This is an optimization exercise on Yosys and OpenROAD, whose aim is small area, a short achievable clock period and few clock cycles per item, not a production implementation.
RTL that was checked went through simulation tests only; none was proved equivalent to the original.
For run 7, only the layout was checked, not whether the RTL still works.

==> flow/design.v, too long to show whole: its modules and the start of the top module <==
// module Calvalid: 820 lines
// module CalvalidR: 225 lines
// module LowN: 9 lines
// module LowR: 3 lines
// module HiBit: 5 lines
// module LowBit: 4 lines
// module And2: 3 lines
// module And3: 3 lines
// module And4: 3 lines
// module Nand2: 3 lines
// module Nand3: 3 lines
// module Nor2: 3 lines
// module Nor3: 3 lines
// module FullAdd: 4 lines
// module HitTest: 42 lines
// module Magnitude: 12 lines
// module RippleSub: 35 lines
module HitTest(
    input clk,
    input rst,
    input start,
    input rsel,
    input [15:0] x,
    input [15:0] y,
    input [15:0] notex,
    input [15:0] notey,
    input signed [15:0] indx,
    input signed [15:0] indy,
    output valJR,
    output valE,
    output valr,
    output valR,
    output reg ready
);
  // ...
==> flow/flow/run.sh <==
#!/bin/bash
set -euo pipefail
B="BUFFER_PORTS_ARGS=-buffer_cell sky130_fd_sc_hd__buf_1"
R=orfs/results/sky130hd/HitTest/base
bash standard.sh "$B" floorplan > standard_floorplan.log 2>&1
cat > upsize.tcl <<EOT
read_liberty $FLOW_HOME/platforms/sky130hd/lib/sky130_fd_sc_hd__tt_025C_1v80.lib
read_db $R/2_floorplan.odb
set n 0
foreach inst [[ord::get_db_block] getInsts] {
  set name [\$inst getName]
  if {[[\$inst getMaster] getName] eq "sky130_fd_sc_hd__dfxtp_1" && [string match {na[xy]*} \$name]} {
    replace_cell \$name sky130_fd_sc_hd__dfxtp_4
    incr n
  }
}
puts "upsized \$n registers"
write_db $R/2_floorplan.odb
EOT
openroad -no_init -exit upsize.tcl > upsize.log 2>&1
bash standard.sh "$B" SETUP_MOVE_SEQUENCE=sizeup,swap finish > standard_finish.log 2>&1
==> flow/standard.sh <==
#!/bin/bash
# synth_recipe.tcl (not shown) runs the flow's synth.tcl, then flattens the netlist and writes it again
# the make line also repeats each setting of config.mk as NAME=value (left out here)
make -C /OpenROAD-flow-scripts/flow DESIGN_CONFIG=/design/flow/config.mk WORK_HOME=/design/flow/orfs CLKGATE_MAP_FILE= SYNTH_SCRIPT=/design/flow/synth_recipe.tcl "${@:-finish}"
==> flow/config.mk <==
export PLATFORM = sky130hd
export DESIGN_NAME = HitTest
export DESIGN_NICKNAME = HitTest
export VERILOG_FILES = /design/flow/design.v
export SDC_FILE = /design/flow/constraint.sdc
export NUM_CORES = 4
export LEC_CHECK = 0
export CAP_MARGIN = 20
export CORE_MARGIN = 2
export CORE_UTILIZATION = 60
export SETUP_SLACK_MARGIN = 3.3
export SLEW_MARGIN = 20
export SYNTH_HIERARCHICAL = 1
export SYNTH_MINIMUM_KEEP_SIZE = 0
==> flow/constraint.sdc <==
create_clock -name core_clock -period 10.0 [get_ports {clk}]
set_input_delay 2.0000 -clock core_clock [delete_from_list [all_inputs] [get_ports {clk}]]
set_output_delay 2.0000 -clock core_clock [all_outputs]
set_load 0.01 [all_outputs]
==> flow_summary.yaml, run 1 <==
outcome:
  run_status: "complete, no violations"
synth:
  ys_top_cells_by_area: "fa_1 39%, dfxtp_1 9.4%, nor2_1 8.0%"
  yosysSeqAreaShare_pct: 9.40
  ys_types: 73
  synth_fa_ha_area_share_pct: 43.5
  synth_top_family_by_area: "adder cells"
  synth-seq-cells: 66
cells_and_area:
  multi_input_area_um2: 12000
  utilization_pct: 63.9
  multi_input_cells: 1239
  fill_cells: 1861
  area_delta_synth_final_pct: 5.85
  instances_no_fill: 1841
routing:
  wl_per_cell_um: 24.8
  met1_length_um: 17300
global_route:
  grtUsageMet3_pct: 10.2
  overflow: 0
clock_tree:
  cts-hold-fix-buffers: 0
floorplanning:
  boundaryPins: 105
  die_h_um: 157
placement:
  place_inst: 1818
  dpl_cell_area_um2: 14400
timing:
  max_freq_mhz: 140
  maxSlewHeadroom_pct: 22.4
Testbench counts, summed over its fixed seeds: cycles 16,000, items 16,000.
==> inputs of run 2 (changes only) <==
--- a/flow/flow/run.sh
+++ b/flow/flow/run.sh
@@ -10,5 +10,5 @@
 foreach inst [[ord::get_db_block] getInsts] {
   set name [\$inst getName]
-  if {[[\$inst getMaster] getName] eq "sky130_fd_sc_hd__dfxtp_1" && [string match {na[xy]*} \$name]} {
+  if {[[\$inst getMaster] getName] eq "sky130_fd_sc_hd__dfxtp_1" && [string match {[nm][ab][xy]*} \$name]} {
     replace_cell \$name sky130_fd_sc_hd__dfxtp_4
     incr n
--- a/flow/config.mk
+++ b/flow/config.mk
@@ -8,5 +8,5 @@
 export CAP_MARGIN = 20
 export CORE_MARGIN = 2
-export CORE_UTILIZATION = 60
+export CORE_UTILIZATION = 50
 export SETUP_SLACK_MARGIN = 3.3
 export SLEW_MARGIN = 20
==> flow_summary.yaml, run 2 <==
synth:
  yosys-top-cells-count: "300 x nor2_1, 273 x fa_1, 96 x xnor2_1"
  synth_top_family_by_area: "adder cells"
  synth_most_common_cell: "nor2_1"
  synth-simple-area-share_pct: 26.3
  yosysTopAreaCell: "fa_1"
  synth_fa_ha_area_share_pct: 43.5
  synth-seq-cells: 66
  yosysWarningCount: 7
  ys_types: 73
  synth_area_per_cell_um2: 9.38
  syn_area_um2: 14100
  ys_top_cells_by_area: "fa_1 39%, dfxtp_1 9.4%, nor2_1 8.0%"
  synthMuxAreaShare_pct: 0
  synth_top_area_share_pct: 38.9
  synth_compound_area_share_pct: 7.60
  yosysSeqAreaShare_pct: 9.40
  synthArstFlopShare_pct: 0
  synth-xor-area-share_pct: 6.62
  netlist_instances: 1498
  synth_edf_count: 0
  synth_ff_type: "dfxtp_1"
  synth_nets: 1922
global_route:
  overflow: 0
  grtUsageMet3_pct: 4.49
  grt_pass1_vias: 11900
  grt_pass1_wl_um: 68200
  grt_use_total_pct: 30.5
  grt_use_met1_pct: 41.8
  grt_max_degree: 18
  busiest_layer: "met2"
  antenna_found_initial: 0
  met2_usage_pct: 49.1
routing:
  wl_per_cell_um: 22.9
  drc: 0
  ant_nets: 0
  viasPerCell: 6.20
  drt_pass1_iterations: 5
  vias: 11700
  routed_wirelength_um: 43200
  drtIter0Drc: 1072
timing:
  timing.final.ws_setup_ns: 3.19
  min_period_over_period_pct: 68.1
  max_freq_mhz: 147
  tns_ns: 0
  timing.final.crit_period_ns: 6.81
  slew_violations: 0
  hold_violations: 0
  worstMarginPinSlew_ns: 0.950
  maxSlewHeadroom_pct: 35.7
  setup_viol: 0
  grt_setup_unrepaired: "yes"
worst_hold_path:
  hold_class: "input pin to flip-flop"
  whs_path_depth: 1
  min_to: "rs$_DFF_P_"
  hp-start: "rsel"
cells_and_area:
  drive_above_1_share_pct: 10.5
  nets: 1933
  utilization_pct: 54.2
  layout_commonest_cell: "nor2_1"
  fill_cells: 2563
  instances_no_fill: 1892
  area_delta_synth_final_pct: 6.86
  antennaDiodeCount: 0
  layout_common_cells: "297 x nor2_1, 259 x fa_1, 101 x buf_1"
placement:
  place_ws_ns: 2.96
  place_inst: 1876
  dp_hpwl_um: 34400
  port_buffers: 104
  place_congestion: 0.980
critical_path:
  crit_required_ns: 8.00
  crit_type: "flip-flop to output port"
  cp-start-kind: "flip-flop"
  crit_path_end_kind: "output port"
  cp.arrival_ns: 4.81
  worstPathMaxFanout: 17
clock_tree:
  cts-hold-fix-buffers: 0
  cts-root-buf: "clkbuf_16"
  htree_num_levels: 3
  numClockSinks: 66
  path_clk_slew_ns: 0.05
  clockBufferDepth: 2
  cts_inserted_buffers: 9
  cts_tree: "built"
run:
  drv_cap: 0
floorplanning:
  row_count: 61
  die_h_um: 172
  die_area_um2: 29500
  die_x_um: 172
  start_util_pct: 50.7
  boundaryPins: 105
  design.core.area_um2: 27700
outcome:
  run_status: "complete, no violations"
[run 2: cell families (layout without fill, tap and decap cells)]
family,Yosys count,in the layout
XOR/XNOR,103,103
AND/OR/NAND/NOR,653,653
AO/OA/AOI/OAI,158,158
adder cells (fa/ha/maj),325,325
flip-flops,66,66
buffers and inverters,193,209
[run 2: worst max path at each step]
stage / to / start / slack [ns] / depth (start not counted)
floorplan: nax[7]$_DFF_P_ / x[0] / 3.40 / 18
global placement: nay[7]$_DFF_P_ / y[0] / 3.10 / 18
detailed placement: nay[4]$_DFF_P_ / y[0] / 2.96 / 18
CTS: valJR / nax[13]$_DFF_P_ / 3.15 / 13
global route: valr / nax[14]$_DFF_P_ / 2.96 / 13
finish: valJR / nax[13]$_DFF_P_ / 3.19 / 13
[run 2: final cells by class]
type	count	area, µm²	share of cell area (%)
clock buffers	10	229	1.52
clock inverters	6	90.1	0.600
inverters	89	334	2.22
multi-input cells	1239	11900	79.5
flip-flops and latches	66	1560	10.4
well taps	378	473	3.15
repair buffers	104	394	2.62
[run 2: metal layers]
layer	share of wire, %	vias to the layer above	wire, µm
li1	-	5117	-
met1	42	5858	18200
met2	45	629	19500
met3	8.6	131	3710
met4	4.2	0	1810
met5	0	-	0
[run 2: repair_timing]
action,in CTS,in global routing
cloned,0,0
pin swaps,7,10
resized for setup,21,16
setup buffers,0,0
endpoints found under the setup margin,4,63
hold endpoints to repair,0,0
[run 2: modules after synthesis (local to each module, per instance), excerpt]
| module | cell area [µm²] | flip-flops and latches |
|---|---|---|
| Nand3 | 5.00 | 0 |
| RippleSub | 148 | 0 |
| And4 | 8.76 | 0 |
| FullAdd | 20.0 | 0 |
| CalvalidR | 2580 | 0 |
| Nor3 | 10.0 | 0 |
| HitTest | 1580 | 66 |
| Magnitude | 283 | 0 |
| LowN | 499 | 0 |
| Calvalid | 1770 | 0 |
[run 2: metrics by stage]
stage	hold WS [ns]	cell area, µm²
floorplan	2.03	14100
global placement	2.09	14600
detailed placement	2.10	14600
CTS	1.74	14900
global route	1.76	15000
finish	1.75	15000
[run 2: critical path: stages (launching register included)]
cell and delay (ns):
dfxtp_4 0.52, nor2_4 0.07, fa_1 0.50, fa_1 0.57, fa_2 0.45, fa_2 0.35, fa_1 0.53, fa_1 0.47
xnor2_2 0.16, xnor2_1 0.15, nand3_1 0.13, nor3_4 0.22, and4_1 0.20, buf_2 0.13
==> inputs of run 3 (changes only) <==
--- a/flow/config.mk
+++ b/flow/config.mk
@@ -8,5 +8,5 @@
 export CAP_MARGIN = 20
 export CORE_MARGIN = 2
-export CORE_UTILIZATION = 50
+export CORE_UTILIZATION = 70
 export SETUP_SLACK_MARGIN = 3.3
 export SLEW_MARGIN = 20
==> flow_summary.yaml, run 3 <==
outcome:
  run_status: "complete, no violations"
global_route:
  overflow: 0
  grt_use_total_pct: 43.5
  grt_pass1_vias: 13700
  grt_pass1_wl_um: 72000
  antenna_found_initial: 2
  grt_max_degree: 18
placement:
  dp_hpwl_um: 35100
  place_congestion: 1.08
  port_buffers: 104
timing:
  worstMarginPinSlew_ns: 1.20
  max_freq_mhz: 135
  slew_violations: 0
  grt_setup_unrepaired: "yes"
  finalHoldWorstSlack_ns: 1.76
  hold_violations: 0
  timing.final.crit_period_ns: 7.41
  min_period_over_period_pct: 74.1
  setup_viol: 0
  tns_ns: 0
  maxSlewHeadroom_pct: 18.7
cells_and_area:
  nets: 1934
  layout_common_cells: "298 x nor2_1, 253 x fa_1, 101 x buf_1"
  fill_cells: 1200
  layout_commonest_cell: "nor2_1"
  drive_above_1_share_pct: 11.2
  area_delta_synth_final_pct: 5.89
floorplanning:
  die_h_um: 146
  row_count: 51
  start_util_pct: 71.7
  die_x_um: 146
  boundaryPins: 105
  die_area_um2: 21200
  design.core.area_um2: 19600
synth:
  yosysTopAreaCell: "fa_1"
  ys_types: 73
  yosys-top-cells-count: "300 x nor2_1, 273 x fa_1, 96 x xnor2_1"
  yosysWarningCount: 7
  synth_ff_type: "dfxtp_1"
  ys_top_cells_by_area: "fa_1 39%, dfxtp_1 9.4%, nor2_1 8.0%"
  synth_edf_count: 0
  synth_nets: 1922
  synth_most_common_cell: "nor2_1"
  yosysSeqAreaShare_pct: 9.40
  synth_top_area_share_pct: 38.9
  netlist_instances: 1498
  synth-seq-cells: 66
  syn_area_um2: 14100
  synthArstFlopShare_pct: 0
  synth_area_per_cell_um2: 9.38
routing:
  ant_nets: 0
  viasPerCell: 7.23
  vias: 12900
  drc: 0
  drt_pass1_iterations: 10
  routed_wirelength_um: 47400
  drtIter0Drc: 1664
  wl_per_cell_um: 26.6
clock_tree:
  cts-hold-fix-buffers: 0
  htree_num_levels: 3
  numClockSinks: 66
  cts_inserted_buffers: 9
  cts_setup_buffers: 0
  cts-root-buf: "clkbuf_16"
  clockBufferDepth: 2
  cts_tree: "built"
  path_clk_slew_ns: 0.05
critical_path:
  crit_type: "flip-flop to output port"
  crit_path_end_kind: "output port"
  cp.arrival_ns: 5.41
  crit_required_ns: 8.00
  worstPathMaxFanout: 17
  cp-start-kind: "flip-flop"
run:
  drv_cap: 0
worst_hold_path:
  hold_class: "input pin to flip-flop"
run 3: cell counts after synthesis:
Identical to the previous run, type by type.
run 3: what timing repair did:
| action | 4_1_cts | 5_1_grt |
|---|---|---|
| gates resized for setup | 18 | 29 |
| endpoints found under the setup margin | 3 | 63 |
| hold endpoints to repair | 0 | 0 |
| pin swaps | 6 | 11 |
run 3: metrics by stage:
step | setup WS [ns] | util, % | instance area, µm² | instances
3_3_place_gp | 3.20 | 73.7 | 14400 | 1764
5_1_grt | 2.41 | 75.9 | 14900 | 1779
4_1_cts | 3.04 | 75.4 | 14800 | 1779
6_report | 2.59 | 76.0 | 14900 | 1781
3_5_place_dp | 2.95 | 73.7 | 14400 | 1764
2_1_floorplan | 3.40 | - | 14100 | 1498
run 3: path summary, 6_finish.rpt:
| path | slack [ns] | cells past startpoint | endpoint | from |
|---|---|---|---|---|
| hold / removal | 1.76 | 1 | rs$_DFF_P_ | rsel |
| setup / recovery | 2.59 | 13 | valJR | nay[11]$_DFF_P_ |
run 3: final cells by class:
type	count	area, µm²	share of cell area, %
Sequential cell	66	1560	10.5
Clock buffer	11	233	1.56
Inverter	89	334	2.24
Timing Repair Buffer	105	402	2.70
Multi-Input combinational cell	1239	12000	80.4
Antenna cell	2	5.00	0.0336
Tap cell	265	332	2.23
Clock inverter	4	45.0	0.303
run 3: worst max-delay path, cell delays in order (launching register included):
cell,delay [ns]
dfxtp_4,0.44
nor2_1,0.54
fa_1,0.57
ha_1,0.26
fa_1,0.56
fa_1,0.44
fa_1,0.41
fa_1,0.51
xnor2_1,0.23
xnor2_1,0.18
nand3_1,0.20
nor3_4,0.30
and4_1,0.27
clkbuf_2,0.15
run 3: layer usage:
| metal | wire length (µm) | vias to the layer above | track usage [%] |
|---|---|---|---|
| li1 | - | 5116 | - |
| met1 | 15900 | 6130 | 52.6 |
| met2 | 21200 | 1186 | 69.2 |
| met3 | 6030 | 449 | 11.0 |
| met4 | 4280 | 0 | 29.2 |
| met5 | 0 | - | 0 |
run 3: cells by family after synthesis:
group | share of synthesized area (%)
compound gates | 7.60
fa+ha+maj | 43.5
flops | 9.40
buf+inv | 6.59
simple gates | 26.3
xor+xnor | 6.62
run 3: Yosys stat by module (local to each module, per instance), excerpt:
module,flops+latches,area [µm²],times used
Nand3,0,5.00,6
CalvalidR,0,2580,1
HitTest,66,1580,1
LowN,0,499,1
RippleSub,0,148,4
Nor3,0,10.0,2
And4,0,8.76,3
Magnitude,0,283,4
Calvalid,0,1770,1
FullAdd,0,20.0,271
==> inputs of run 4 (changes only) <==
--- a/flow/config.mk
+++ b/flow/config.mk
@@ -8,6 +8,6 @@
 export CAP_MARGIN = 20
 export CORE_MARGIN = 2
-export CORE_UTILIZATION = 70
-export SETUP_SLACK_MARGIN = 3.3
+export CORE_UTILIZATION = 60
+export SETUP_SLACK_MARGIN = 3.6
 export SLEW_MARGIN = 20
 export SYNTH_HIERARCHICAL = 1
==> flow_summary.yaml, run 4 <==
outcome:
  run_status: "complete, no violations"
clock_tree:
  cts_inserted_buffers: 9
  path_clk_slew_ns: 0.05
  cts_tree: "built"
  numClockSinks: 66
  clockBufferDepth: 2
  cts-root-buf: "clkbuf_16"
  cts_setup_buffers: 0
  htree_num_levels: 3
  cts-hold-fix-buffers: 0
synth:
  synth_top_family_by_area: "adder cells"
  netlist_instances: 1498
  synth_compound_area_share_pct: 7.60
  yosysTopAreaCell: "fa_1"
  synthMuxAreaShare_pct: 0
  synth_area_per_cell_um2: 9.38
  yosys-top-cells-count: "300 x nor2_1, 273 x fa_1, 96 x xnor2_1"
  synth_fa_ha_area_share_pct: 43.5
  ys_types: 73
  synthArstFlopShare_pct: 0
  synth_most_common_cell: "nor2_1"
  synth-simple-area-share_pct: 26.3
  synth-xor-area-share_pct: 6.62
  yosysWarningCount: 7
  yosysSeqAreaShare_pct: 9.40
  syn_area_um2: 14100
  synth_edf_count: 0
  synth-seq-cells: 66
  synth_nets: 1922
  synth_ff_type: "dfxtp_1"
  synth_top_area_share_pct: 38.9
  ys_top_cells_by_area: "fa_1 39%, dfxtp_1 9.4%, nor2_1 8.0%"
routing:
  routed_wirelength_um: 40900
  drc: 0
  drtIter0Drc: 1134
  ant_nets: 0
  vias: 11700
  drt_pass1_iterations: 10
  viasPerCell: 6.35
  wl_per_cell_um: 22.3
timing:
  timing.final.crit_period_ns: 6.85
  slew_violations: 0
  setup_viol: 0
  tns_ns: 0
  finalHoldWorstSlack_ns: 1.76
  timing.final.ws_setup_ns: 3.15
  maxSlewHeadroom_pct: 28.9
  grt_setup_unrepaired: "yes"
  worstMarginPinSlew_ns: 1.05
  hold_violations: 0
  max_freq_mhz: 146
  min_period_over_period_pct: 68.5
placement:
  dpl_cell_area_um2: 14600
  place_congestion: 1.06
  place_ws_ns: 3.21
  dp_hpwl_um: 31600
  port_buffers: 104
worst_hold_path:
  hold_class: "input pin to flip-flop"
critical_path:
  critPathBufInv: 1
  slowest_stage: "fa_1"
  worstPathMaxFanout: 17
  crit_type: "flip-flop to output port"
  cp.arrival_ns: 4.85
  max_stage_delay_ns: 0.53
  cpMostUsedCell: "fa_1"
  crit_chain: "nor2b_4 -> fa_1 -> fa_1 -> fa_1 -> fa_2 -> fa_1 -> fa_1 -> xnor2_2 -> xnor2_1 -> nand3_1 -> nor3_4 -> and4_1 -> buf_2"
  cp_top_family: "adder cells"
  crit_path_end_kind: "output port"
  cp-start-kind: "flip-flop"
  crit_required_ns: 8.00
global_route:
  overflow: 0
  antenna_found_initial: 0
  grt_max_degree: 18
  grt_pass1_vias: 11900
  grt_use_total_pct: 33.9
  grt_pass1_wl_um: 64100
cells_and_area:
  seq_area_um2: 1560
  final_area_um2: 15100
  layout_commonest_cell: "nor2_1"
  layout_common_cells: "298 x nor2_1, 239 x fa_1, 101 x buf_1"
  fill_cells: 1918
  multi_input_area_um2: 12100
  area_delta_synth_final_pct: 7.40
  antennaDiodeCount: 0
  nets: 1936
  drive_above_1_share_pct: 12.8
floorplanning:
  boundaryPins: 105
  start_util_pct: 60.4
  design.core.area_um2: 23300
  die_h_um: 157
  die_x_um: 157
  row_count: 56
  die_area_um2: 24700
run:
  drv_cap: 0
run 4: cell counts after synthesis:
No cell type changed its count.
run 4: final cells by class:
type                    count  area share [%]
clock buffers              12            1.57
repair buffers            107            2.76
inverters                  89            2.21
multi-input cells        1239            80.2
clock inverters             4           0.282
well taps                 319            2.64
flip-flops and latches     66            10.3
run 4: cells by family after synthesis:
group	count (synthesis)
buffers and inverters	193
XOR/XNOR	103
AND/OR/NAND/NOR	653
adder cells (fa/ha/maj)	325
flip-flops	66
AO/OA/AOI/OAI	158
run 4: worst paths after layout:
path            from          to  slack, ns  cells after the start
min             rsel  rs$_DFF_P_       1.76                      1
max   nax[6]$_DFF_P_        valE       3.15                     13
run 4: metal layers:
metal | GRT usage (%) | share of wire [%] | vias to the layer above
li1 | - | - | 5121
met5 | 0 | 0 | -
met2 | 54.2 | 47 | 676
met3 | 6.28 | 9.6 | 143
met1 | 45.0 | 39 | 5725
met4 | 15.7 | 4.8 | 0
run 4: what timing repair did:
item                                    CTS  global route
endpoints found under the setup margin   20            63
resized for setup                        16            43
pin swaps                                11            16
run 4: modules after synthesis (local to each module, per instance), excerpt:
module | cells | area, µm² | times used | flip-flops and latches
Calvalid | 362 | 1770 | 1 | 0
HitTest | 131 | 1580 | 1 | 66
LowN | 65 | 499 | 1 | 0
Magnitude | 38 | 283 | 4 | 0
FullAdd | 1 | 20.0 | 271 | 0
Nor3 | 1 | 10.0 | 2 | 0
And4 | 1 | 8.76 | 3 | 0
Nand3 | 1 | 5.00 | 6 | 0
run 4: per-stage QoR:
step,util (%),cells
after floorplan,-,1498
after CTS,64.2,1836
after global routing,64.9,1836
after detailed placement,62.8,1820
after global placement,62.8,1820
final,64.9,1836
==> inputs of run 5 (changes only) <==
--- a/flow/config.mk
+++ b/flow/config.mk
@@ -9,5 +9,5 @@
 export CORE_MARGIN = 2
 export CORE_UTILIZATION = 60
-export SETUP_SLACK_MARGIN = 3.6
+export SETUP_SLACK_MARGIN = 3.0
 export SLEW_MARGIN = 20
 export SYNTH_HIERARCHICAL = 1
==> flow_summary.yaml, run 5 <==
synth:
  synth_nets: 1922
  synth_ff_type: "dfxtp_1"
  yosysWarningCount: 7
  synth-seq-cells: 66
  ys_types: 73
  synth_area_per_cell_um2: 9.38
  synth_top_area_share_pct: 38.9
  yosysTopAreaCell: "fa_1"
  yosys-top-cells-count: "300 x nor2_1, 273 x fa_1, 96 x xnor2_1"
  synth_edf_count: 0
  synth_most_common_cell: "nor2_1"
  synthArstFlopShare_pct: 0
  netlist_instances: 1498
  yosysSeqAreaShare_pct: 9.40
  syn_area_um2: 14100
  ys_top_cells_by_area: "fa_1 39%, dfxtp_1 9.4%, nor2_1 8.0%"
cells_and_area:
  antennaDiodeCount: 0
  multi_input_area_um2: 11900
  area_delta_synth_final_pct: 6.19
  layout_common_cells: "299 x nor2_1, 267 x fa_1, 101 x buf_1"
  drive_above_1_share_pct: 9.89
  utilization_pct: 64.2
  seq_area_um2: 1560
  layout_commonest_cell: "nor2_1"
  fill_cells: 1882
  nets: 1935
timing:
  hold_violations: 0
  min_period_over_period_pct: 68.7
  grt_setup_unrepaired: "yes"
  worstMarginPinSlew_ns: 1.05
  slew_violations: 0
  tns_ns: 0
  timing.final.crit_period_ns: 6.87
  setup_viol: 0
  maxSlewHeadroom_pct: 29.2
  max_freq_mhz: 146
global_route:
  grt_pass1_vias: 12300
  antenna_found_initial: 0
  grt_use_total_pct: 35.5
  overflow: 0
  grt_pass1_wl_um: 66600
  grt_max_degree: 18
clock_tree:
  path_clk_slew_ns: 0.06
  clockBufferDepth: 2
  htree_num_levels: 3
  cts_setup_buffers: 0
  cts-hold-fix-buffers: 0
  cts_inserted_buffers: 9
  cts_tree: "built"
  cts-root-buf: "clkbuf_16"
  numClockSinks: 66
routing:
  drtIter0Drc: 1076
  routed_wirelength_um: 42500
  drc: 0
  viasPerCell: 6.57
  vias: 12100
  ant_nets: 0
  drt_pass1_iterations: 8
  wl_per_cell_um: 23.1
critical_path:
  worstPathMaxFanout: 16
  cp.arrival_ns: 4.87
  cp-start-kind: "flip-flop"
  crit_type: "flip-flop to output port"
  crit_path_end_kind: "output port"
  crit_required_ns: 8.00
placement:
  dp_hpwl_um: 33100
  port_buffers: 104
  place_congestion: 1.04
floorplanning:
  start_util_pct: 60.4
  die_x_um: 157
  boundaryPins: 105
  design.core.area_um2: 23300
  row_count: 56
  die_area_um2: 24700
  die_h_um: 157
outcome:
  run_status: "complete, no violations"
run:
  drv_cap: 0
worst_hold_path:
  hold_class: "input pin to flip-flop"
==> run 5: logic make-up (layout without fill, tap and decap cells) <==
kind of cell | Yosys count | after routing | share of synthesized area (%)
buf+inv | 193 | 211 | 6.59
xor+xnor | 103 | 103 | 6.62
simple gates | 653 | 653 | 26.3
flops | 66 | 66 | 9.40
compound gates | 158 | 158 | 7.60
fa+ha+maj | 325 | 325 | 43.5
==> run 5: metrics by stage <==
stage                     instances  setup slack, ns  instance area [µm²]  hold slack (ns)
after global routing           1835             2.93                14900             1.74
after CTS                      1835             3.05                14800             1.75
after global placement         1819             3.18                14500             2.09
after detailed placement       1819             2.99                14500             2.10
after floorplan                1498             3.40                14100             2.03
final                          1835             3.13                14900             1.76
==> run 5: Yosys stat by module (local to each module, per instance), excerpt <==
module | flops+latches | area (µm²)
CalvalidR | 0 | 2580
Calvalid | 0 | 1770
HitTest | 66 | 1580
LowN | 0 | 499
Magnitude | 0 | 283
RippleSub | 0 | 148
FullAdd | 0 | 20.0
Nor3 | 0 | 10.0
And4 | 0 | 8.76
Nand3 | 0 | 5.00
==> run 5: repair_timing <==
| item | CTS | global route |
|---|---|---|
| endpoints found under the hold margin | 0 | 0 |
| gates resized for setup | 0 | 22 |
| setup endpoints to repair | 0 | 4 |
==> run 5: routing by layer <==
| layer | vias up | global-route usage (%) | share of wire [%] |
|---|---|---|---|
| li1 | 5119 | - | - |
| met1 | 5912 | 45.9 | 38 |
| met3 | 184 | 8.92 | 12 |
| met4 | 0 | 15.6 | 5.0 |
| met5 | - | 0 | 0 |
| met2 | 839 | 56.9 | 45 |
==> run 5: cell type report <==
class                   count  area share [%]
multi-input cells        1239            79.7
flip-flops and latches     66            10.5
repair buffers            106            2.74
well taps                 319            2.67
inverters                  89            2.24
clock buffers               9            1.51
clock inverters             7           0.662
==> run 5: worst max-delay path, stage by stage, from the launching register on <==
cell	delay, ns
dfxtp_4	0.50
nor2_1	0.11
fa_1	0.50
fa_1	0.55
fa_1	0.43
fa_1	0.39
fa_1	0.55
fa_1	0.49
xnor2_1	0.19
xnor2_1	0.13
nand3_1	0.09
nor3_2	0.24
and4_1	0.22
clkbuf_2	0.13
==> run 5: worst paths after layout <==
check                      startpoint         end  slack [ns]  depth (start not counted)
worst max-delay path  nax[15]$_DFF_P_        valE        3.13                         13
worst min-delay path             rsel  rs$_DFF_P_        1.76                          1
==> inputs of run 6 (changes only) <==
--- a/flow/config.mk
+++ b/flow/config.mk
@@ -9,5 +9,5 @@
 export CORE_MARGIN = 2
 export CORE_UTILIZATION = 60
-export SETUP_SLACK_MARGIN = 3.0
+export SETUP_SLACK_MARGIN = 3.3
 export SLEW_MARGIN = 20
 export SYNTH_HIERARCHICAL = 1
==> flow_summary.yaml, run 6 <==
outcome:
  run_status: "complete, no violations"
timing:
  timing.final.ws_setup_ns: 3.21
  hold_violations: 0
  setup_viol: 0
  min_period_over_period_pct: 67.9
  finalHoldWorstSlack_ns: 1.76
  timing.final.crit_period_ns: 6.79
  max_freq_mhz: 147
  slew_violations: 0
  maxSlewHeadroom_pct: 32.9
  tns_ns: 0
  grt_setup_unrepaired: "yes"
  worstMarginPinSlew_ns: 0.993
clock_tree:
  clockBufferDepth: 2
  path_clk_slew_ns: 0.06
  numClockSinks: 66
  cts_inserted_buffers: 9
  cts-root-buf: "clkbuf_16"
  cts_setup_buffers: 0
  htree_num_levels: 3
  cts_tree: "built"
critical_path:
  crit_required_ns: 8.00
  crit_path_end_kind: "output port"
  cp-start-kind: "flip-flop"
  cp.arrival_ns: 4.79
  max_stage_delay_ns: 0.54
  crit_type: "flip-flop to output port"
  worstPathMaxFanout: 17
  slowest_stage: "fa_1"
  crit_chain: "nor2b_4 -> fa_2 -> fa_2 -> fa_2 -> fa_1 -> fa_1 -> fa_1 -> xnor2_1 -> xnor2_1 -> nand3_1 -> nor3_4 -> and4_1 -> buf_2"
cells_and_area:
  area_delta_synth_final_pct: 6.64
  layout_commonest_cell: "nor2_1"
  antennaDiodeCount: 0
  final_area_um2: 15000
  instances_no_fill: 1835
  utilization_pct: 64.4
  layout_common_cells: "298 x nor2_1, 252 x fa_1, 101 x buf_1"
  fill_cells: 1869
  nets: 1935
  drive_above_1_share_pct: 11.1
global_route:
  overflow: 0
  grt_use_total_pct: 35.7
  grt_pass1_wl_um: 66900
  grt_pass1_vias: 12400
  grt_max_degree: 18
  antenna_found_initial: 0
floorplanning:
  die_x_um: 157
  die_area_um2: 24700
  start_util_pct: 60.4
  boundaryPins: 105
  design.core.area_um2: 23300
  die_h_um: 157
  row_count: 56
synth:
  synth-seq-cells: 66
  yosysWarningCount: 7
  synthArstFlopShare_pct: 0
  synth_top_area_share_pct: 38.9
  netlist_instances: 1498
  ys_types: 73
  yosysTopAreaCell: "fa_1"
  synth_edf_count: 0
  yosys-top-cells-count: "300 x nor2_1, 273 x fa_1, 96 x xnor2_1"
  ys_top_cells_by_area: "fa_1 39%, dfxtp_1 9.4%, nor2_1 8.0%"
  synth_nets: 1922
  syn_area_um2: 14100
  synth_area_per_cell_um2: 9.38
  synth_most_common_cell: "nor2_1"
  synth_ff_type: "dfxtp_1"
  yosysSeqAreaShare_pct: 9.40
placement:
  dp_hpwl_um: 33100
  place_inst: 1819
  place_ws_ns: 2.99
  dpl_cell_area_um2: 14500
  place_congestion: 1.04
  port_buffers: 104
routing:
  drc: 0
  drt_pass1_iterations: 6
  viasPerCell: 6.53
  vias: 12000
  ant_nets: 0
  drtIter0Drc: 1195
  routed_wirelength_um: 42900
  wl_per_cell_um: 23.4
run:
  drv_cap: 0
worst_hold_path:
  hp-start: "rsel"
  hold_class: "input pin to flip-flop"
  min_to: "rs$_DFF_P_"
  whs_path_depth: 1
## run 6: per-module statistics from Yosys, one instance, submodules excluded, excerpt
module | cells | copies in the design | flip-flops and latches | cell area (µm²)
Calvalid | 362 | 1 | 0 | 1770
Nor3 | 1 | 2 | 0 | 10.0
Magnitude | 38 | 4 | 0 | 283
HitTest | 131 | 1 | 66 | 1580
Nand3 | 1 | 6 | 0 | 5.00
CalvalidR | 363 | 1 | 0 | 2580
FullAdd | 1 | 271 | 0 | 20.0
RippleSub | 22 | 4 | 0 | 148
And4 | 1 | 3 | 0 | 8.76
LowN | 65 | 1 | 0 | 499
## run 6: kinds of logic (layout without fill, tap and decap cells)
family / count (synthesis) / after routing / synth area share [%]
buffers and inverters: 193 / 211 / 6.59
AOI/OAI and AO/OA: 158 / 158 / 7.60
DFF: 66 / 66 / 9.40
and+or+nand+nor: 653 / 653 / 26.3
adders and majority gates: 325 / 325 / 43.5
xor gates and xnor gates: 103 / 103 / 6.62
## run 6: worst max path at each step
stage / from / endpoint / slack, ns / cells after the start
2_1_floorplan: x[0] / nax[7]$_DFF_P_ / 3.40 / 18
3_3_place_gp: y[0] / nay[15]$_DFF_P_ / 3.18 / 18
3_5_place_dp: y[0] / nay[7]$_DFF_P_ / 2.99 / 18
4_1_cts: nax[1]$_DFF_P_ / valE / 3.20 / 14
5_1_grt: nax[6]$_DFF_P_ / valr / 2.99 / 13
6_report: nax[8]$_DFF_P_ / valE / 3.21 / 13
## run 6: layout make-up
cell class,count,area [µm²],share of cell area [%]
Timing Repair Buffer,106,409,2.73
Inverter,89,334,2.23
Sequential cell,66,1560,10.4
Clock buffer,9,225,1.50
Multi-Input combinational cell,1239,12000,79.8
Clock inverter,7,98.8,0.660
Tap cell,319,399,2.66
## run 6: per-layer routing
layer / global-route usage, % / share of wire, % / up-vias
li1: - / - / 5129
met1: 45.4 / 39 / 5890
met2: 57.4 / 46 / 793
met3: 9.53 / 11 / 167
met4: 16.1 / 4.6 / 0
met5: 0 / 0 / -
## run 6: repair_timing
| action | CTS | global route |
|---|---|---|
| cloned | 0 | 0 |
| setup endpoints to repair | 5 | 63 |
| hold buffers | 0 | 0 |
| resized for setup | 25 | 17 |
| pin swaps | 9 | 9 |
## run 6: critical path, delay by kind of cell (launching register included)
| family | cells | cell delay [ns] |
|---|---|---|
| fa+ha+maj | 6 | 2.68 |
| xor+xnor | 2 | 0.33 |
| flops | 1 | 0.51 |
| buf+inv | 1 | 0.12 |
| simple gates | 4 | 0.81 |
==> module HitTest, before the edit <==
module HitTest(
    input clk,
    input rst,
    input start,
    input rsel,
    input [15:0] x,
    input [15:0] y,
    input [15:0] notex,
    input [15:0] notey,
    input signed [15:0] indx,
    input signed [15:0] indy,
    output valJR,
    output valE,
    output valr,
    output valR,
    output reg ready
);
reg [15:0] nax, nay;
reg [15:0] mbx, mby;
reg rs;
wire [16:0] dax, day, dbx, dby;
wire [15:0] nx = ~x, ny = ~y;    
RippleSub subax(.np(nx), .c(notex), .nd(dax));
RippleSub subay(.np(ny), .c(notey), .nd(day));
RippleSub subbx(.np(nx), .c(indx), .nd(dbx));
RippleSub subby(.np(ny), .c(indy), .nd(dby));
wire [15:0] aax, aay, abx, aby;
Magnitude magax(.nd(dax), .m(aax));
Magnitude magay(.nd(day), .m(aay));
Magnitude magbx(.nd(dbx), .m(abx));
Magnitude magby(.nd(dby), .m(aby));
always @(posedge clk) begin
    ready <= start & ~rst;
    nax <= ~aax;
    nay <= ~aay;
    mbx <= abx;
    mby <= aby;
    rs <= rsel;
end
Calvalid calvN(.na(nax), .nb(nay), .rsel(rs), .inJR(valJR), .inE(valE), .inR(valr));
CalvalidR calvI(.ma(mbx), .mb(mby), .rsel(rs), .inR(valR));
endmodule
==> module Magnitude, before the edit <==
module Magnitude(
    input [16:0] nd,
    output [15:0] m
);
wire [15:0] c;
assign c[0] = 1'b1;
genvar i;
generate for (i = 1; i < 16; i = i + 1) begin : a
    assign c[i] = c[i - 1] & nd[i - 1];
end endgenerate
assign m = nd[15:0] ^ ({16{nd[16]}} | c);
endmodule
==> inputs of run 7 (changes only) <==
--- a/flow/design.v
+++ b/flow/design.v
@@ -1116,13 +1116,13 @@
 RippleSub subbx(.np(nx), .c(indx), .nd(dbx));
 RippleSub subby(.np(ny), .c(indy), .nd(dby));
-wire [15:0] aax, aay, abx, aby;
-Magnitude magax(.nd(dax), .m(aax));
-Magnitude magay(.nd(day), .m(aay));
-Magnitude magbx(.nd(dbx), .m(abx));
-Magnitude magby(.nd(dby), .m(aby));
+wire [15:0] aax, aay, abx, aby;    
+Magnitude #(.INV(1)) magax(.nd(dax), .m(aax));
+Magnitude #(.INV(1)) magay(.nd(day), .m(aay));
+Magnitude #(.INV(0)) magbx(.nd(dbx), .m(abx));
+Magnitude #(.INV(0)) magby(.nd(dby), .m(aby));
 always @(posedge clk) begin
     ready <= start & ~rst;
-    nax <= ~aax;
-    nay <= ~aay;
+    nax <= aax;
+    nay <= aay;
     mbx <= abx;
     mby <= aby;
@@ -1132,5 +1132,5 @@
 CalvalidR calvI(.ma(mbx), .mb(mby), .rsel(rs), .inR(valR));
 endmodule
-module Magnitude(
+module Magnitude #(parameter INV = 0) (
     input [16:0] nd,
     output [15:0] m
@@ -1142,5 +1142,9 @@
     assign c[i] = c[i - 1] & nd[i - 1];
 end endgenerate
-assign m = nd[15:0] ^ ({16{nd[16]}} | c);
+generate if (INV != 0) begin : inv
+    assign m = nd[15:0] ^ ~({16{nd[16]}} | c);
+end else begin : pos
+    assign m = nd[15:0] ^ ({16{nd[16]}} | c);
+end endgenerate
 endmodule
 module RippleSub(
==> flow_summary.yaml, run 7 <==
outcome:
  run_status: "complete, no violations"
clock_tree:
  cts-hold-fix-buffers: 0
  cts_tree: "built"
  htree_num_levels: 3
  numClockSinks: 66
  cts_inserted_buffers: 9
  clockBufferDepth: 2
  path_clk_slew_ns: 0.06
  cts-root-buf: "clkbuf_16"
routing:
  routed_wirelength_um: 41900
  viasPerCell: 6.50
  ant_nets: 0
  met1_length_um: 15800
  met3_length_um: 3450
  top_layer: "met4"
  wl_per_cell_um: 23.2
  drc: 0
  wl_met2_um: 20400
  drtIter0Drc: 1078
  vias: 11800
  drt_pass1_iterations: 6
global_route:
  grt_pass1_wl_um: 65800
  overflow: 0
  grt_use_total_pct: 35.2
  grt_max_degree: 18
  grt_pass1_vias: 12200
  antenna_found_initial: 0
critical_path:
  crit_required_ns: 8.00
  crit_type: "flip-flop to output port"
  cpMostUsedCell: "fa_1"
  worstPathMaxFanout: 17
  cp.arrival_ns: 4.89
  slowest_stage: "fa_1"
  crit_path_end_kind: "output port"
  max_stage_delay_ns: 0.59
  cp-start-kind: "flip-flop"
  crit_chain: "nor2_1 -> fa_2 -> fa_1 -> fa_2 -> fa_1 -> fa_1 -> fa_1 -> nor2_1 -> xnor2_1 -> nand3_2 -> nor3_4 -> and4_1 -> buf_2"
timing:
  slew_violations: 0
  timing.final.ws_setup_ns: 3.11
  grt_setup_unrepaired: "yes"
  worstMarginPinSlew_ns: 0.990
  hold_violations: 0
  timing.final.crit_period_ns: 6.89
  min_period_over_period_pct: 68.9
  tns_ns: 0
  setup_viol: 0
  max_freq_mhz: 145
  maxSlewHeadroom_pct: 33.1
cells_and_area:
  area_delta_synth_final_pct: 6.49
  final_area_um2: 14900
  antennaDiodeCount: 0
  layout_common_cells: "306 x nor2_1, 256 x fa_1, 101 x buf_1"
  multi_input_area_um2: 12000
  seq_area_um2: 1560
  layout_commonest_cell: "nor2_1"
  fill_cells: 1801
  nets: 1913
  drive_above_1_share_pct: 11.0
  instances_no_fill: 1807
synth:
  ys_types: 74
  netlist_instances: 1476
  synth_nets: 1900
  synth_most_common_cell: "nor2_1"
  synth_top_area_share_pct: 39.1
  synth_ff_type: "dfxtp_1"
  synth_area_per_cell_um2: 9.48
  yosys-top-cells-count: "308 x nor2_1, 273 x fa_1, 74 x buf_2"
  synth_edf_count: 0
  yosysWarningCount: 7
  syn_area_um2: 14000
  yosysSeqAreaShare_pct: 9.45
  synthArstFlopShare_pct: 0
  synth-seq-cells: 66
  yosysTopAreaCell: "fa_1"
  ys_top_cells_by_area: "fa_1 39%, dfxtp_1 9.4%, nor2_1 8.3%"
floorplanning:
  boundaryPins: 105
  die_x_um: 157
  die_area_um2: 24600
  start_util_pct: 61.4
  design.core.area_um2: 22800
  die_h_um: 157
  row_count: 55
placement:
  place_ws_ns: 3.09
  port_buffers: 104
  dp_hpwl_um: 33200
  place_inst: 1791
  dpl_cell_area_um2: 14400
  place_congestion: 1.07
run:
  drv_cap: 0
worst_hold_path:
  hold_class: "input pin to flip-flop"
==> run 7: cell types whose count changed in the layout (fill, tap and decap cells not counted), moves of 3 or more <==
cell	change
inv_1	-32
xnor2_1	-29
xor2_1	+29
nor2_1	+8
and4_1	-6
fa_1	+4
fa_2	-4
nand3_1	+4
inv_6	-3
nor2b_1	+3
nor3_2	+3
==> run 7: cells by family (layout without fill, tap and decap cells) <==
| group | count (synthesis) | after routing | synth area share [%] |
|---|---|---|---|
| flops | 66 | 66 | 9.45 |
| compound gates | 154 | 154 | 7.26 |
| fa+ha+maj | 325 | 325 | 43.7 |
| xor+xnor | 103 | 103 | 6.65 |
| buf+inv | 161 | 179 | 5.76 |
| simple gates | 667 | 667 | 27.2 |
==> run 7: timing repair <==
action	CTS	global route
setup endpoints to repair	3	62
gates resized for setup	18	17
setup buffers	0	0
pin swaps	8	12
==> run 7: Yosys stat by module (local to each module, per instance), a selection <==
module | cells inside | copies in the design | flip-flops and latches | area, µm²
RippleSub | 22 | 4 | 0 | 148
Nor3 | 1 | 2 | 0 | 10.0
FullAdd | 1 | 271 | 0 | 20.0
Calvalid | 362 | 1 | 0 | 1770
Nand3 | 1 | 6 | 0 | 5.00
LowN | 65 | 1 | 0 | 499
HitTest | 99 | 1 | 66 | 1460
CalvalidR | 363 | 1 | 0 | 2580
And4 | 1 | 3 | 0 | 8.76
==> run 7: final cells by class <==
class	instances	area share, %
clock buffers	10	1.54
repair buffers	106	2.75
well taps	313	2.63
multi-input cells	1249	80.4
inverters	57	1.44
flip-flops and latches	66	10.5
clock inverters	6	0.773
==> run 7: path summary, 6_finish.rpt <==
check / startpoint / to / slack [ns] / cells after the start
setup / recovery: nax[11]$_DFF_P_ / valr / 3.11 / 13
hold / removal: rsel / rs$_DFF_P_ / 1.75 / 1
==> run 7: through the flow <==
stage	utilization (%)	hold slack [ns]
2_1_floorplan	-	2.03
5_1_grt	65.4	1.74
4_1_cts	65.2	1.74
3_3_place_gp	63.4	2.09
3_5_place_dp	63.4	2.09
6_report	65.4	1.75
==> run 7: per-layer routing <==
metal / up-vias / GRT usage (%)
li1: 5080 / -
met1: 5869 / 43.8
met2: 637 / 59.8
met3: 168 / 5.62
met4: 0 / 17.4
met5: - / 0
==> run 7: worst max-delay path, delay by kind of cell (launching register included) <==
kind / cells / cell delay (ns)
flops: 1 / 0.41
simple gates: 5 / 0.95
fa+ha+maj: 6 / 2.87
buf+inv: 1 / 0.12
xor+xnor: 1 / 0.19
==> inputs of run 8 (changes only) <==
--- a/flow/design.v
+++ b/flow/design.v
@@ -1116,13 +1116,13 @@
 RippleSub subbx(.np(nx), .c(indx), .nd(dbx));
 RippleSub subby(.np(ny), .c(indy), .nd(dby));
-wire [15:0] aax, aay, abx, aby;    
-Magnitude #(.INV(1)) magax(.nd(dax), .m(aax));
-Magnitude #(.INV(1)) magay(.nd(day), .m(aay));
-Magnitude #(.INV(0)) magbx(.nd(dbx), .m(abx));
-Magnitude #(.INV(0)) magby(.nd(dby), .m(aby));
+wire [15:0] aax, aay, abx, aby;
+Magnitude magax(.nd(dax), .m(aax));
+Magnitude magay(.nd(day), .m(aay));
+Magnitude magbx(.nd(dbx), .m(abx));
+Magnitude magby(.nd(dby), .m(aby));
 always @(posedge clk) begin
     ready <= start & ~rst;
-    nax <= aax;
-    nay <= aay;
+    nax <= ~aax;
+    nay <= ~aay;
     mbx <= abx;
     mby <= aby;
@@ -1132,5 +1132,5 @@
 CalvalidR calvI(.ma(mbx), .mb(mby), .rsel(rs), .inR(valR));
 endmodule
-module Magnitude #(parameter INV = 0) (
+module Magnitude(
     input [16:0] nd,
     output [15:0] m
@@ -1142,9 +1142,5 @@
     assign c[i] = c[i - 1] & nd[i - 1];
 end endgenerate
-generate if (INV != 0) begin : inv
-    assign m = nd[15:0] ^ ~({16{nd[16]}} | c);
-end else begin : pos
-    assign m = nd[15:0] ^ ({16{nd[16]}} | c);
-end endgenerate
+assign m = nd[15:0] ^ ({16{nd[16]}} | c);
 endmodule
 module RippleSub(
==> flow/run.sh (new file) <==
#!/bin/bash
# synth_recipe.tcl (not shown) runs the flow's synth.tcl, then flattens the netlist and writes it again
# the make line also repeats each setting of config.mk as NAME=value (left out here)
make -C /OpenROAD-flow-scripts/flow DESIGN_CONFIG=/design/flow/config.mk WORK_HOME=/design/flow/orfs CLKGATE_MAP_FILE= SYNTH_SCRIPT=/design/flow/synth_recipe.tcl finish
--- a/flow/config.mk
+++ b/flow/config.mk
@@ -9,5 +9,5 @@
 export CORE_MARGIN = 2
 export CORE_UTILIZATION = 60
-export SETUP_SLACK_MARGIN = 3.3
+export SETUP_SLACK_MARGIN = 2.5
 export SLEW_MARGIN = 20
 export SYNTH_HIERARCHICAL = 1
removed: flow/flow/run.sh
removed: flow/standard.sh
==> flow_summary.yaml, run 8 <==
timing:
  grt_setup_unrepaired: "no"
  hold_violations: 0
  worstMarginPinSlew_ns: 1.01
  max_freq_mhz: 137
  setup_viol: 0
  slew_violations: 0
  tns_ns: 0
  maxSlewHeadroom_pct: 32.0
  timing.final.crit_period_ns: 7.28
  min_period_over_period_pct: 72.8
global_route:
  antenna_found_initial: 0
  grt_max_degree: 18
  grt_pass1_vias: 12300
  grt_pass1_wl_um: 65500
  overflow: 0
  grt_use_total_pct: 34.4
synth:
  synth-xor-area-share_pct: 6.62
  synthMuxAreaShare_pct: 0
  synth_area_per_cell_um2: 9.38
  synth-seq-cells: 66
  yosys-top-cells-count: "300 x nor2_1, 273 x fa_1, 96 x xnor2_1"
  synth-simple-area-share_pct: 26.3
  synth_top_area_share_pct: 38.9
  yosysWarningCount: 7
  ys_types: 73
  synthArstFlopShare_pct: 0
  yosysTopAreaCell: "fa_1"
  yosysSeqAreaShare_pct: 9.40
  synth_compound_area_share_pct: 7.60
  synth_ff_type: "dfxtp_1"
  ys_top_cells_by_area: "fa_1 39%, dfxtp_1 9.4%, nor2_1 8.0%"
  synth_fa_ha_area_share_pct: 43.5
  netlist_instances: 1498
  synth_most_common_cell: "nor2_1"
  syn_area_um2: 14100
  synth_top_family_by_area: "adder cells"
  synth_nets: 1922
  synth_edf_count: 0
critical_path:
  crit_required_ns: 8.00
  crit_path_end_kind: "output port"
  worstPathMaxFanout: 17
  crit_type: "flip-flop to output port"
  cp.arrival_ns: 5.28
  cp-start-kind: "flip-flop"
clock_tree:
  cts_tree: "built"
  cts_inserted_buffers: 9
  path_clk_slew_ns: 0.05
  cts-hold-fix-buffers: 0
  numClockSinks: 66
  cts-root-buf: "clkbuf_16"
  htree_num_levels: 3
  clockBufferDepth: 2
floorplanning:
  start_util_pct: 60.4
  die_area_um2: 24700
  row_count: 56
  die_x_um: 157
  die_h_um: 157
  design.core.area_um2: 23300
  boundaryPins: 105
routing:
  vias: 11900
  ant_nets: 0
  drt_pass1_iterations: 7
  routed_wirelength_um: 41200
  wl_per_cell_um: 22.2
  drc: 0
  drtIter0Drc: 1178
  viasPerCell: 6.43
run:
  drv_cap: 0
cells_and_area:
  layout_common_cells: "300 x nor2_1, 273 x fa_1, 104 x clkdlybuf4s50_1"
  drive_above_1_share_pct: 7.75
  antennaDiodeCount: 0
  final_area_um2: 15500
  nets: 1957
  area_delta_synth_final_pct: 10.2
  layout_commonest_cell: "nor2_1"
outcome:
  run_status: "complete, no violations"
placement:
  port_buffers: 104
  place_congestion: 1.04
  dpl_cell_area_um2: 14900
  dp_hpwl_um: 32600
worst_hold_path:
  hp-start: "rsel"
  whs_path_depth: 1
  hold_class: "input pin to flip-flop"
  min_to: "rs$_DFF_P_"
==> run 8: kinds of logic after synthesis <==
group,after synthesis
AND/OR/NAND/NOR,653
AO/OA/AOI/OAI,158
buffers and inverters,193
adder cells (fa/ha/maj),325
XOR/XNOR,103
flip-flops,66
==> run 8: timing repair <==
action,4_1_cts,5_1_grt
setup endpoints to repair,3,3
buffers inserted,0,24
gates resized for setup,24,32
pin swaps,0,1
==> run 8: layout make-up <==
class | instances | area, µm²
Multi-Input combinational cell | 1239 | 11800
Fill cell | 1893 | 7770
Sequential cell | 66 | 1420
Timing Repair Buffer | 128 | 1230
Tap cell | 319 | 399
Inverter | 89 | 334
Clock buffer | 12 | 256
Clock inverter | 2 | 37.5
==> run 8: routing by layer <==
metal / track usage (%) / vias up / part of all wire [%]
met5: 0 / - / 0
met4: 14.8 / 0 / 5.0
met3: 8.56 / 196 / 11
met2: 54.5 / 798 / 44
met1: 45.3 / 5765 / 39
li1: - / 5176 / -
==> run 8: how the worst max path moves through the flow <==
stage / depth (start not counted) / startpoint / to / slack, ns
5_1_grt: 13 / nax[5]$_DFF_P_ / valr / 2.50
4_1_cts: 13 / nay[9]$_DFF_P_ / valE / 2.51
3_3_place_gp: 17 / x[7] / nax[15]$_DFF_P_ / 2.61
2_1_floorplan: 18 / x[0] / nax[7]$_DFF_P_ / 3.40
3_5_place_dp: 18 / x[0] / nax[15]$_DFF_P_ / 2.57
6_report: 13 / nax[6]$_DFF_P_ / valE / 2.72
==> run 8: critical path, stage by stage, from the launching register on <==
cell and delay, ns:
dfxtp_4 0.49, nor2b_1 0.22, fa_1 0.43, fa_1 0.44, fa_1 0.50, fa_1 0.41, fa_1 0.41, fa_1 0.50
xnor2_1 0.20, xnor2_1 0.14, nand3_1 0.14, nor3_4 0.30, and4_1 0.23, clkdlybuf4s50_1 0.53
==> run 8: per-module statistics from Yosys, one instance, submodules excluded, a selection <==
module,flip-flops and latches,copies in the design
CalvalidR,0,1
Calvalid,0,1
HitTest,66,1
LowN,0,1
Magnitude,0,4
FullAdd,0,271
And4,0,3
Nand3,0,6
==> run 8: through the flow <==
| stage | hold WS (ns) | std cells | utilization, % | setup WS, ns |
|---|---|---|---|---|
| after floorplan | 2.03 | 1498 | - | 3.40 |
| after global placement | 2.45 | 1817 | 64.1 | 2.61 |
| after detailed placement | 2.47 | 1817 | 64.1 | 2.57 |
| after CTS | 2.12 | 1831 | 65.5 | 2.51 |
| after global routing | 2.13 | 1855 | 66.6 | 2.50 |
| final | 2.12 | 1855 | 66.6 | 2.72 |
Testbench counts of run 8, summed over its fixed seeds: cycles 16,000, items 16,000.

[afterwards: timing with drivers on the ports]
No port has a modelled driver above. Below, the same layouts with a new extraction and two added sets of constraints. Step 1, drivers: a clkbuf_16 drives clk and a buf_2 each remaining input, both assumed. Step 2 adds t to the input delays and takes it off the output delays; t is the mean of the earliest and latest rising clock arrival at the registers after step 1. Input paths then give back, and output paths get back, about the clock's delay inside the block. a / b / c = no drivers / after step 1 / after step 2; a / b = the first two.
run | t, ns | setup WS [ns] | worst hold slack (ns) | worst setup path after step 2 | latest minus earliest clock arrival (ns)
run 1 | 0.385 | 2.879 / 2.833 / 3.063 | 1.749 / 1.723 / 2.108 | input to register | 0.011 / 0.011
run 2 | 0.372 | 3.190 / 3.152 / 3.168 | 1.755 / 1.741 / 2.113 | input to register | 0.004 / 0.004
run 3 | 0.380 | 2.591 / 2.545 / 2.924 | 1.759 / 1.735 / 2.114 | register to output | 0.009 / 0.009
run 4 | 0.371 | 3.150 / 3.107 / 3.316 | 1.758 / 1.739 / 2.110 | input to register | 0.005 / 0.006
run 5 | 0.372 | 3.132 / 3.090 / 2.986 | 1.756 / 1.738 / 2.110 | input to register | 0.007 / 0.008
run 6 | 0.371 | 3.211 / 3.169 / 3.085 | 1.756 / 1.738 / 2.110 | input to register | 0.008 / 0.009
run 7 | 0.394 | 3.112 / 3.062 / 3.203 | 1.745 / 1.723 / 2.116 | input to register | 0.009 / 0.009
run 8 | 0.359 | 2.722 / 2.685 / 2.483 | 2.124 / 2.111 / 2.470 | input to register | 0.009 / 0.009
After both steps setup and hold are still met in every run listed. For run 8, which loses most, drivers alone change the setup slack by -0.037 ns; drivers and shift together by -0.239 ns.
